Source: an optimization exercise on an open RTL-to-GDS flow (aim: small area, a short achievable clock period and few clock cycles per item). Production flows keep margins and buffers that such runs may drop.
Where RTL was checked, it was by simulation tests only, not by an equivalence proof against the original.
Power and IR drop assume default switching activity.

==> module calculadora, before the edit <==
module calculadora (
    input  logic [3:0]  cmd,
    input  logic        clock,
    input  logic        reset,
    output logic [1:0]  status,
    output logic [3:0]  data,
    output logic [2:0]  position,
    output logic [31:0] result
);
    localparam logic [3:0] CMD_RES = 4'b1110, CMD_CLR = 4'b1111;
    logic s_idle, s_ina, s_op, s_inb, s_done, s_err;
    logic n_idle, n_ina, n_op, n_inb, n_done, n_err;
    logic [26:0] x;        
    logic [3:0]  xd;       
    logic        xv;       
    logic        xf;       
    logic [31:0] vs, vc;   
    logic        mul, add, sub;       
    logic        n_mul, n_add, n_sub;
    logic        g_op;     
    logic        b_add;    
    logic        b_sub;    
    logic        inv_a;    
    logic [31:0] acc;      
    logic        sat_r;    
    logic [3:0]  data_r;
    logic [2:0]  pos_r;
    wire is_dig = (cmd <= 4'd9);
    wire is_op  = (cmd == 4'd10) || (cmd == 4'd11) || (cmd == 4'd12);
    wire is_res = (cmd == CMD_RES);
    wire is_clr = (cmd == CMD_CLR);
    wire full   = (pos_r == 3'd7);    
    wire in_num = s_ina | s_inb;
    always_comb begin
        {n_idle, n_ina, n_op, n_inb, n_done, n_err} = {s_idle, s_ina, s_op, s_inb, s_done, s_err};
        if (s_idle) begin
            if (is_dig) begin n_idle = 1'b0; n_ina = 1'b1; end
        end
        if (s_ina) begin
            if (is_op) begin n_ina = 1'b0; n_op = 1'b1; end
            else if (is_dig & full) begin n_ina = 1'b0; n_err = 1'b1; end
            else if (is_clr) begin n_ina = 1'b0; n_idle = 1'b1; end
        end
        if (s_op) begin
            if (is_dig) begin n_op = 1'b0; n_inb = 1'b1; end
            else if (is_clr) begin n_op = 1'b0; n_idle = 1'b1; end
            else if (is_res) begin n_op = 1'b0; n_err = 1'b1; end
        end
        if (s_inb) begin
            if (is_res) begin n_inb = 1'b0; n_done = 1'b1; end
            else if (is_dig & full) begin n_inb = 1'b0; n_err = 1'b1; end
            else if (is_clr) begin n_inb = 1'b0; n_op = 1'b1; end
        end
        if (s_done) begin
            if (is_clr | is_dig) begin n_done = 1'b0; n_idle = 1'b1; end
        end
        if (s_err) begin
            if (is_clr) begin n_err = 1'b0; n_idle = 1'b1; end
        end
        {n_mul, n_add, n_sub} = {mul, add, sub};
        if ((s_ina | s_op) & is_op) begin
            n_mul = (cmd == 4'd12);
            n_add = (cmd == 4'd10);
            n_sub = (cmd == 4'd11);
        end
    end
    wire [26:0] xg   = xf ? 27'd0 : x;
    wire [2:0]  lo_a = xd[3] ? 3'b111 : xd[2:0];
    wire        lo_b = xd[3];
    wire        cin  = xd[3] & xd[0];
    wire [27:0] xsum = {xg[23:0], lo_a, 1'b1} + {xg[25:0], lo_b, cin};
    wire [26:0] x_next = xsum[27:1];
    wire [31:0] a32 = {5'd0, x};
    wire [31:0] hs  = g_op ? 32'd0 : vs;
    wire [31:0] hc  = g_op ? 32'd0 : vc;
    wire [2:0]  lo1 = mul ? {2'b00, cmd[1] & cmd[0]}                  
                          : (cmd[3] ? {2'b11, cmd[0]} : cmd[2:0]);
    wire [2:0]  lo3 = (b_add | b_sub) ? {cmd[3], ~cmd[3], 1'b0}
                    : mul ? 3'd0 : {1'b0, cmd[3], 1'b0};
    wire [31:0] u1 = {hs[28:0], lo1};
    wire [31:0] u2 = {hs[30:0], 1'b0};
    wire [31:0] u3 = {hc[28:0], lo3};
    wire [31:0] u4 = {hc[30:0], 1'b0};
    wire        sel8 = cmd[3] | (cmd[2] & cmd[1] & cmd[0]);
    wire        sel4 = ~cmd[3] & (cmd[2] ^ (cmd[1] & cmd[0]));
    wire [31:0] u5 = mul ? (sel8 ? {a32[28:0], 3'b000} : sel4 ? {a32[29:0], 2'b00} : 32'd0)
                   : b_add ? ~{a32[28:0], 3'b000}
                   : b_sub ? {a32[28:0], 3'b111}
                   : 32'd0;
    logic [31:0] u6;
    always_comb begin
        if (!mul) u6 = a32 ^ {32{inv_a}};
        else case (cmd[1:0])
            2'd0: u6 = 32'd0;
            2'd1: u6 = a32;
            2'd2: u6 = {a32[30:0], 1'b0};
            2'd3: u6 = ~a32;
        endcase
    end
    function automatic logic [63:0] csa(input logic [31:0] a, b, c);
        logic [31:0] s, cy;
        s  = a ^ b ^ c;
        cy = (a & b) | (a & c) | (b & c);
        csa = {s, cy[30:0], 1'b0};
    endfunction
    wire [63:0] l1a = csa(u1, u2, u3);
    wire [63:0] l1b = csa(u4, u5, u6);
    wire [63:0] l2  = csa(l1a[63:32], l1a[31:0], l1b[31:0]);
    wire [63:0] l3  = csa(l2[63:32], l2[31:0], l1b[63:32]);
    wire [31:0] r = vs + vc;
    always_ff @(posedge clock) begin
        if (xv) x <= x_next;
        xv <= is_dig & (s_idle | s_ina);
        if (is_dig) begin
            xd <= cmd;
            xf <= s_idle;
        end
        if (is_dig & (s_op | s_inb)) begin
            vs <= l3[63:32];
            vc <= l3[31:0];
        end
        {mul, add, sub} <= {n_mul, n_add, n_sub};
        g_op  <= n_op;
        b_add <= n_inb & n_add;
        b_sub <= n_inb & n_sub;
        inv_a <= (n_inb & n_add) | (n_op & n_sub);
    end
    always_ff @(posedge clock or posedge reset) begin
        if (reset) begin
            s_idle <= 1'b1; s_ina <= 1'b0; s_op <= 1'b0;
            s_inb  <= 1'b0; s_done <= 1'b0; s_err <= 1'b0;
            acc    <= 32'd0;
            sat_r  <= 1'b0;
            data_r <= 4'd0;
            pos_r  <= 3'd0;
        end else begin
            {s_idle, s_ina, s_op, s_inb, s_done, s_err} <= {n_idle, n_ina, n_op, n_inb, n_done, n_err};
            if (s_inb & is_res) begin
                acc   <= r ^ {32{sub}};
                sat_r <= sub & ~r[31];
            end
            if (is_dig & (s_idle | s_op)) begin
                data_r <= cmd; pos_r <= 3'd0;
            end else if (is_dig & in_num & ~full) begin
                data_r <= cmd; pos_r <= pos_r + 3'd1;
            end else if (is_op & s_ina) begin
                data_r <= CMD_CLR; pos_r <= 3'd0;
            end else if (is_op & s_op) begin
                data_r <= cmd; pos_r <= 3'd0;
            end else if (is_clr & s_ina) begin
                pos_r <= 3'd0;
            end else if (is_clr & (s_op | s_inb | s_done | s_err)) begin
                data_r <= CMD_CLR; pos_r <= 3'd0;
            end
        end
    end
    assign status   = {s_err, 1'b0};
    assign data     = data_r;
    assign position = pos_r;
    assign result   = acc | {32{sat_r}};
endmodule
clock: 5.0 ns
lec_check: 0
cap_margin: 20
core_margin: 2
core_utilization: 40
place_density: 0.6
setup_slack_margin: 1.6
slew_margin: 20
standard.sh (not shown) runs the stock make flow with config.mk's settings and CLKGATE_MAP_FILE= SYNTH_SCRIPT=/design/flow/synth_recipe.tcl, a recipe that flattens the netlist after the stock synthesis.
==> flow/flow/run.sh <==
#!/bin/bash
# The standard layout (standard.sh, unchanged synthesis), with the port
# buffers made of a plain buffer cell instead of the one buffer_ports picks.
set -uo pipefail
export BUFFER_PORTS_ARGS="-buffer_cell sky130_fd_sc_hd__buf_1"
bash standard.sh > standard.log 2>&1
Rerun with:
--- a/flow/design.v
+++ b/flow/design.v
@@ -52,9 +52,6 @@
     logic s_idle, s_ina, s_op, s_inb, s_done, s_err;
     logic n_idle, n_ina, n_op, n_inb, n_done, n_err;
     logic [26:0] x;        
-    logic [3:0]  xd;       
-    logic        xv;       
-    logic        xf;       
     logic [31:0] vs, vc;   
     logic        mul, add, sub;       
     logic        n_mul, n_add, n_sub;
@@ -105,10 +102,10 @@
             n_sub = (cmd == 4'd11);
         end
     end
-    wire [26:0] xg   = xf ? 27'd0 : x;
-    wire [2:0]  lo_a = xd[3] ? 3'b111 : xd[2:0];
-    wire        lo_b = xd[3];
-    wire        cin  = xd[3] & xd[0];
+    wire [26:0] xg   = s_ina ? x : 27'd0;
+    wire [2:0]  lo_a = cmd[3] ? 3'b111 : cmd[2:0];
+    wire        lo_b = cmd[3];
+    wire        cin  = cmd[3] & cmd[0];
     wire [27:0] xsum = {xg[23:0], lo_a, 1'b1} + {xg[25:0], lo_b, cin};
     wire [26:0] x_next = xsum[27:1];
     wire [31:0] a32 = {5'd0, x};
@@ -150,12 +147,7 @@
     wire [63:0] l3  = csa(l2[63:32], l2[31:0], l1b[63:32]);
     wire [31:0] r = vs + vc;
     always_ff @(posedge clock) begin
-        if (xv) x <= x_next;
-        xv <= is_dig & (s_idle | s_ina);
-        if (is_dig) begin
-            xd <= cmd;
-            xf <= s_idle;
-        end
+        if (is_dig & (s_idle | s_ina)) x <= x_next;
         if (is_dig & (s_op | s_inb)) begin
             vs <= l3[63:32];
             vc <= l3[31:0];
After rerunning: The new run ran to the end with no violations; die area goes down slightly; clock skew goes down by 0.0059 ns; sequential cell count goes down by 6; routed wire length goes down by a few percent; setup slack improves by 0.058 ns; first-iteration DRC count goes down by a few percent; core utilization goes down by 0.99 points.
No functional check of the RTL was part of any run of this note.

The RTL this note starts from:
==> flow/design.v <==
module display (
    input  logic [3:0] data,
    output logic [6:0] segments
);
    always_comb begin
        case (data)
            4'b0000: segments = 7'b1111110;  
            4'b0001: segments = 7'b0110000;  
            4'b0010: segments = 7'b1101101;  
            4'b0011: segments = 7'b1111001;  
            4'b0100: segments = 7'b0110011;  
            4'b0101: segments = 7'b1011011;  
            4'b0110: segments = 7'b1011111;  
            4'b0111: segments = 7'b1110000;  
            4'b1000: segments = 7'b1111111;  
            4'b1001: segments = 7'b1110011;  
            default: segments = 7'b0000000;
        endcase
    end
endmodule
module control (
    input  logic [2:0]  position,
    input  logic [3:0]  digit,
    input  logic        clock,
    input  logic        reset,
    output logic [63:0] segments_out
);
    logic [6:0] seg_in;
    logic [6:0] seg [8];
    display dec (.data(digit), .segments(seg_in));
    always_ff @(posedge clock or posedge reset) begin
        if (reset) begin
            for (int i = 0; i < 8; i++) seg[i] <= 7'b1111110;  
        end else begin
            seg[position] <= seg_in;
        end
    end
    always_comb begin
        for (int i = 0; i < 8; i++) segments_out[8*i +: 8] = {seg[i], 1'b0};
    end
endmodule
module calculadora (
    input  logic [3:0]  cmd,
    input  logic        clock,
    input  logic        reset,
    output logic [1:0]  status,
    output logic [3:0]  data,
    output logic [2:0]  position,
    output logic [31:0] result
);
    localparam logic [3:0] CMD_RES = 4'b1110, CMD_CLR = 4'b1111;
    logic s_idle, s_ina, s_op, s_inb, s_done, s_err;
    logic n_idle, n_ina, n_op, n_inb, n_done, n_err;
    logic [26:0] x;        
    logic [31:0] vs, vc;   
    logic        mul, add, sub;       
    logic        n_mul, n_add, n_sub;
    logic        g_op;     
    logic        m_mul;    
    logic        m_as;     
    logic        b_add;    
    logic        b_sub;    
    logic        inv_a;    
    logic [31:0] acc;      
    logic        sat_r;    
    logic [3:0]  data_r;
    logic [2:0]  pos_r;
    wire is_dig = (cmd <= 4'd9);
    wire is_op  = (cmd == 4'd10) || (cmd == 4'd11) || (cmd == 4'd12);
    wire is_res = (cmd == CMD_RES);
    wire is_clr = (cmd == CMD_CLR);
    wire full   = (pos_r == 3'd7);    
    wire in_num = s_ina | s_inb;
    always_comb begin
        {n_idle, n_ina, n_op, n_inb, n_done, n_err} = {s_idle, s_ina, s_op, s_inb, s_done, s_err};
        if (s_idle) begin
            if (is_dig) begin n_idle = 1'b0; n_ina = 1'b1; end
        end
        if (s_ina) begin
            if (is_op) begin n_ina = 1'b0; n_op = 1'b1; end
            else if (is_dig & full) begin n_ina = 1'b0; n_err = 1'b1; end
            else if (is_clr) begin n_ina = 1'b0; n_idle = 1'b1; end
        end
        if (s_op) begin
            if (is_dig) begin n_op = 1'b0; n_inb = 1'b1; end
            else if (is_clr) begin n_op = 1'b0; n_idle = 1'b1; end
            else if (is_res) begin n_op = 1'b0; n_err = 1'b1; end
        end
        if (s_inb) begin
            if (is_res) begin n_inb = 1'b0; n_done = 1'b1; end
            else if (is_dig & full) begin n_inb = 1'b0; n_err = 1'b1; end
            else if (is_clr) begin n_inb = 1'b0; n_op = 1'b1; end
        end
        if (s_done) begin
            if (is_clr | is_dig) begin n_done = 1'b0; n_idle = 1'b1; end
        end
        if (s_err) begin
            if (is_clr) begin n_err = 1'b0; n_idle = 1'b1; end
        end
        {n_mul, n_add, n_sub} = {mul, add, sub};
        if ((s_ina | s_op) & is_op) begin
            n_mul = (cmd == 4'd12);
            n_add = (cmd == 4'd10);
            n_sub = (cmd == 4'd11);
        end
    end
    wire [31:0] a32 = {5'd0, x};
    wire [31:0] hs  = g_op ? 32'd0 : vs;
    wire [31:0] hc  = g_op ? 32'd0 : vc;
    wire [2:0]  lo1 = m_mul ? {2'b00, cmd[1] & cmd[0]}                
                          : (cmd[3] ? {2'b11, cmd[0]} : cmd[2:0]);
    wire [2:0]  lo3 = (b_add | b_sub) ? {cmd[3], ~cmd[3], 1'b0}
                    : m_mul ? 3'd0 : {1'b0, cmd[3], 1'b0};
    wire [31:0] u1 = {hs[28:0], lo1};
    wire [31:0] u2 = {hs[30:0], 1'b0};
    wire [31:0] u3 = {hc[28:0], lo3};
    wire [31:0] u4 = {hc[30:0], 1'b0};
    wire        sel8 = cmd[3] | (cmd[2] & cmd[1] & cmd[0]);
    wire        sel4 = ~cmd[3] & (cmd[2] ^ (cmd[1] & cmd[0]));
    wire [31:0] u5 = m_mul ? (sel8 ? {a32[28:0], 3'b000} : sel4 ? {a32[29:0], 2'b00} : 32'd0)
                   : b_add ? ~{a32[28:0], 3'b000}
                   : b_sub ? {a32[28:0], 3'b111}
                   : 32'd0;
    logic [31:0] u6;
    always_comb begin
        if (m_as) u6 = a32 ^ {32{inv_a}};
        else if (!m_mul) u6 = 32'd0;
        else case (cmd[1:0])
            2'd0: u6 = 32'd0;
            2'd1: u6 = a32;
            2'd2: u6 = {a32[30:0], 1'b0};
            2'd3: u6 = ~a32;
        endcase
    end
    function automatic logic [63:0] csa(input logic [31:0] a, b, c);
        logic [31:0] s, cy;
        s  = a ^ b ^ c;
        cy = (a & b) | (a & c) | (b & c);
        csa = {s, cy[30:0], 1'b0};
    endfunction
    wire [63:0] l1a = csa(u1, u2, u3);
    wire [63:0] l1b = csa(u4, u5, u6);
    wire [63:0] l2  = csa(l1a[63:32], l1a[31:0], l1b[31:0]);
    wire [63:0] l3  = csa(l2[63:32], l2[31:0], l1b[63:32]);
    wire [31:0] r = vs + vc;
    always_ff @(posedge clock) begin
        if (s_ina) x <= r[26:0];
        if (is_dig & (s_idle | s_ina | s_op | s_inb)) begin
            vs <= l3[63:32];
            vc <= l3[31:0];
        end
        {mul, add, sub} <= {n_mul, n_add, n_sub};
    end
    always_ff @(posedge clock or posedge reset) begin
        if (reset) begin
            s_idle <= 1'b1; s_ina <= 1'b0; s_op <= 1'b0;
            s_inb  <= 1'b0; s_done <= 1'b0; s_err <= 1'b0;
            g_op   <= 1'b1; m_mul <= 1'b0; m_as <= 1'b0;
            b_add  <= 1'b0; b_sub <= 1'b0; inv_a <= 1'b0;
            acc    <= 32'd0;
            sat_r  <= 1'b0;
            data_r <= 4'd0;
            pos_r  <= 3'd0;
        end else begin
            {s_idle, s_ina, s_op, s_inb, s_done, s_err} <= {n_idle, n_ina, n_op, n_inb, n_done, n_err};
            g_op  <= n_idle | n_op;
            m_mul <= (n_op | n_inb) & n_mul;
            m_as  <= (n_op | n_inb) & ~n_mul;
            b_add <= n_inb & n_add;
            b_sub <= n_inb & n_sub;
            inv_a <= (n_inb & n_add) | (n_op & n_sub);
            if (s_inb & is_res) begin
                acc   <= r ^ {32{sub}};
                sat_r <= sub & ~r[31];
            end
            if (is_dig & (s_idle | s_op)) begin
                data_r <= cmd; pos_r <= 3'd0;
            end else if (is_dig & in_num & ~full) begin
                data_r <= cmd; pos_r <= pos_r + 3'd1;
            end else if (is_op & s_ina) begin
                data_r <= CMD_CLR; pos_r <= 3'd0;
            end else if (is_op & s_op) begin
                data_r <= cmd; pos_r <= 3'd0;
            end else if (is_clr & s_ina) begin
                pos_r <= 3'd0;
            end else if (is_clr & (s_op | s_inb | s_done | s_err)) begin
                data_r <= CMD_CLR; pos_r <= 3'd0;
            end
        end
    end
    assign status   = {s_err, 1'b0};
    assign data     = data_r;
    assign position = pos_r;
    assign result   = acc | {32{sat_r}};
endmodule
module calculadora_top (
    input logic clock,      
    input logic reset,      
    input logic [3:0] cmd,  
    output logic [1:0] status,
    output logic [3:0] data,
    output logic [3:0] position,
    output logic [63:0] segments,
    output logic [31:0] result
);
    logic [2:0] pos3;
    calculadora dut_calculadora (
        .clock(clock),
        .reset(reset),
        .cmd(cmd),
        .status(status),
        .data(data),
        .position(pos3),
        .result(result)
    );
    control dut_control (
        .clock(clock),
        .reset(reset),
        .position(pos3),
        .digit(data),
        .segments_out(segments)
    );
    assign position = {1'b0, pos3};
endmodule
export LEC_CHECK = 0
export CAP_MARGIN = 20
export CORE_MARGIN = 2
export CORE_UTILIZATION = 40
export PLACE_DENSITY = 0.6
export SETUP_SLACK_MARGIN = 1.9
export SLEW_MARGIN = 20
create_clock -name core_clock -period 5.0 [get_ports {clock}]
Scripts as last shown in full above: flow/flow/run.sh
Testbench counts at the start, summed over its fixed seeds: cycles 18,612, ops 1,600.
Then changed:
--- a/flow/design.v
+++ b/flow/design.v
@@ -139,8 +139,8 @@
         csa = {s, cy[30:0], 1'b0};
     endfunction
-    wire [63:0] l1a = csa(u1, u2, u3);
-    wire [63:0] l1b = csa(u4, u5, u6);
-    wire [63:0] l2  = csa(l1a[63:32], l1a[31:0], l1b[31:0]);
-    wire [63:0] l3  = csa(l2[63:32], l2[31:0], l1b[63:32]);
+    wire [63:0] l1 = csa(u1, u2, u3);
+    wire [63:0] l2 = csa(l1[63:32], l1[31:0], u4);
+    wire [63:0] l3a = csa(l2[63:32], l2[31:0], u6);
+    wire [63:0] l3 = csa(l3a[63:32], l3a[31:0], u5);
     wire [31:0] r = vs + vc;
     always_ff @(posedge clock) begin
Critical path depth came out lower by 4.
Routed wire length drops by about 8%.
Utilization rises by 0.12 points.
Via count came out lower by 5.6%.
Clock skew hardly moves.
First-iteration DRC count fell by 20%.
Final area shrinks by 2.6%.
Total power is lower by about 30%.
For the second run of this note, only the layout was checked, not whether the RTL still works.

-- port drivers added, routing unchanged --
Ports are ideal in the flow. The routed layouts listed here were re-timed in OpenROAD. Step 1: set_driving_cell puts a clkbuf_16 on clock and a buf_2 on each other input, an assumption about the parent block. Step 2 also shifts input and output timing later by t, the mid clock arrival at the registers, as if the neighbouring blocks saw the same clock. Slacks: ideal / step 1 / step 2; pairs: ideal / step 1.
run	t (ns)	setup WS [ns]	worst hold slack (ns)	worst setup path at the end
the first run of note 1	0.579	1.651 / 1.672 / 1.093	0.449 / 0.449 / 0.449	input to register
the second run of note 1	0.503	1.710 / 1.734 / 1.231	0.460 / 0.460 / 0.460	input to register
the first run of note 2	0.579	1.879 / 1.846 / 1.267	0.465 / 0.465 / 0.465	input to register
the second run of note 2	0.591	1.604 / 1.604 / 1.287	0.457 / 0.457 / 0.457	input to register
After both steps every run listed still meets setup and hold. The setup slack of the first run of note 2, which loses most, moves by -0.033 ns with the drivers and by -0.612 ns with both steps.
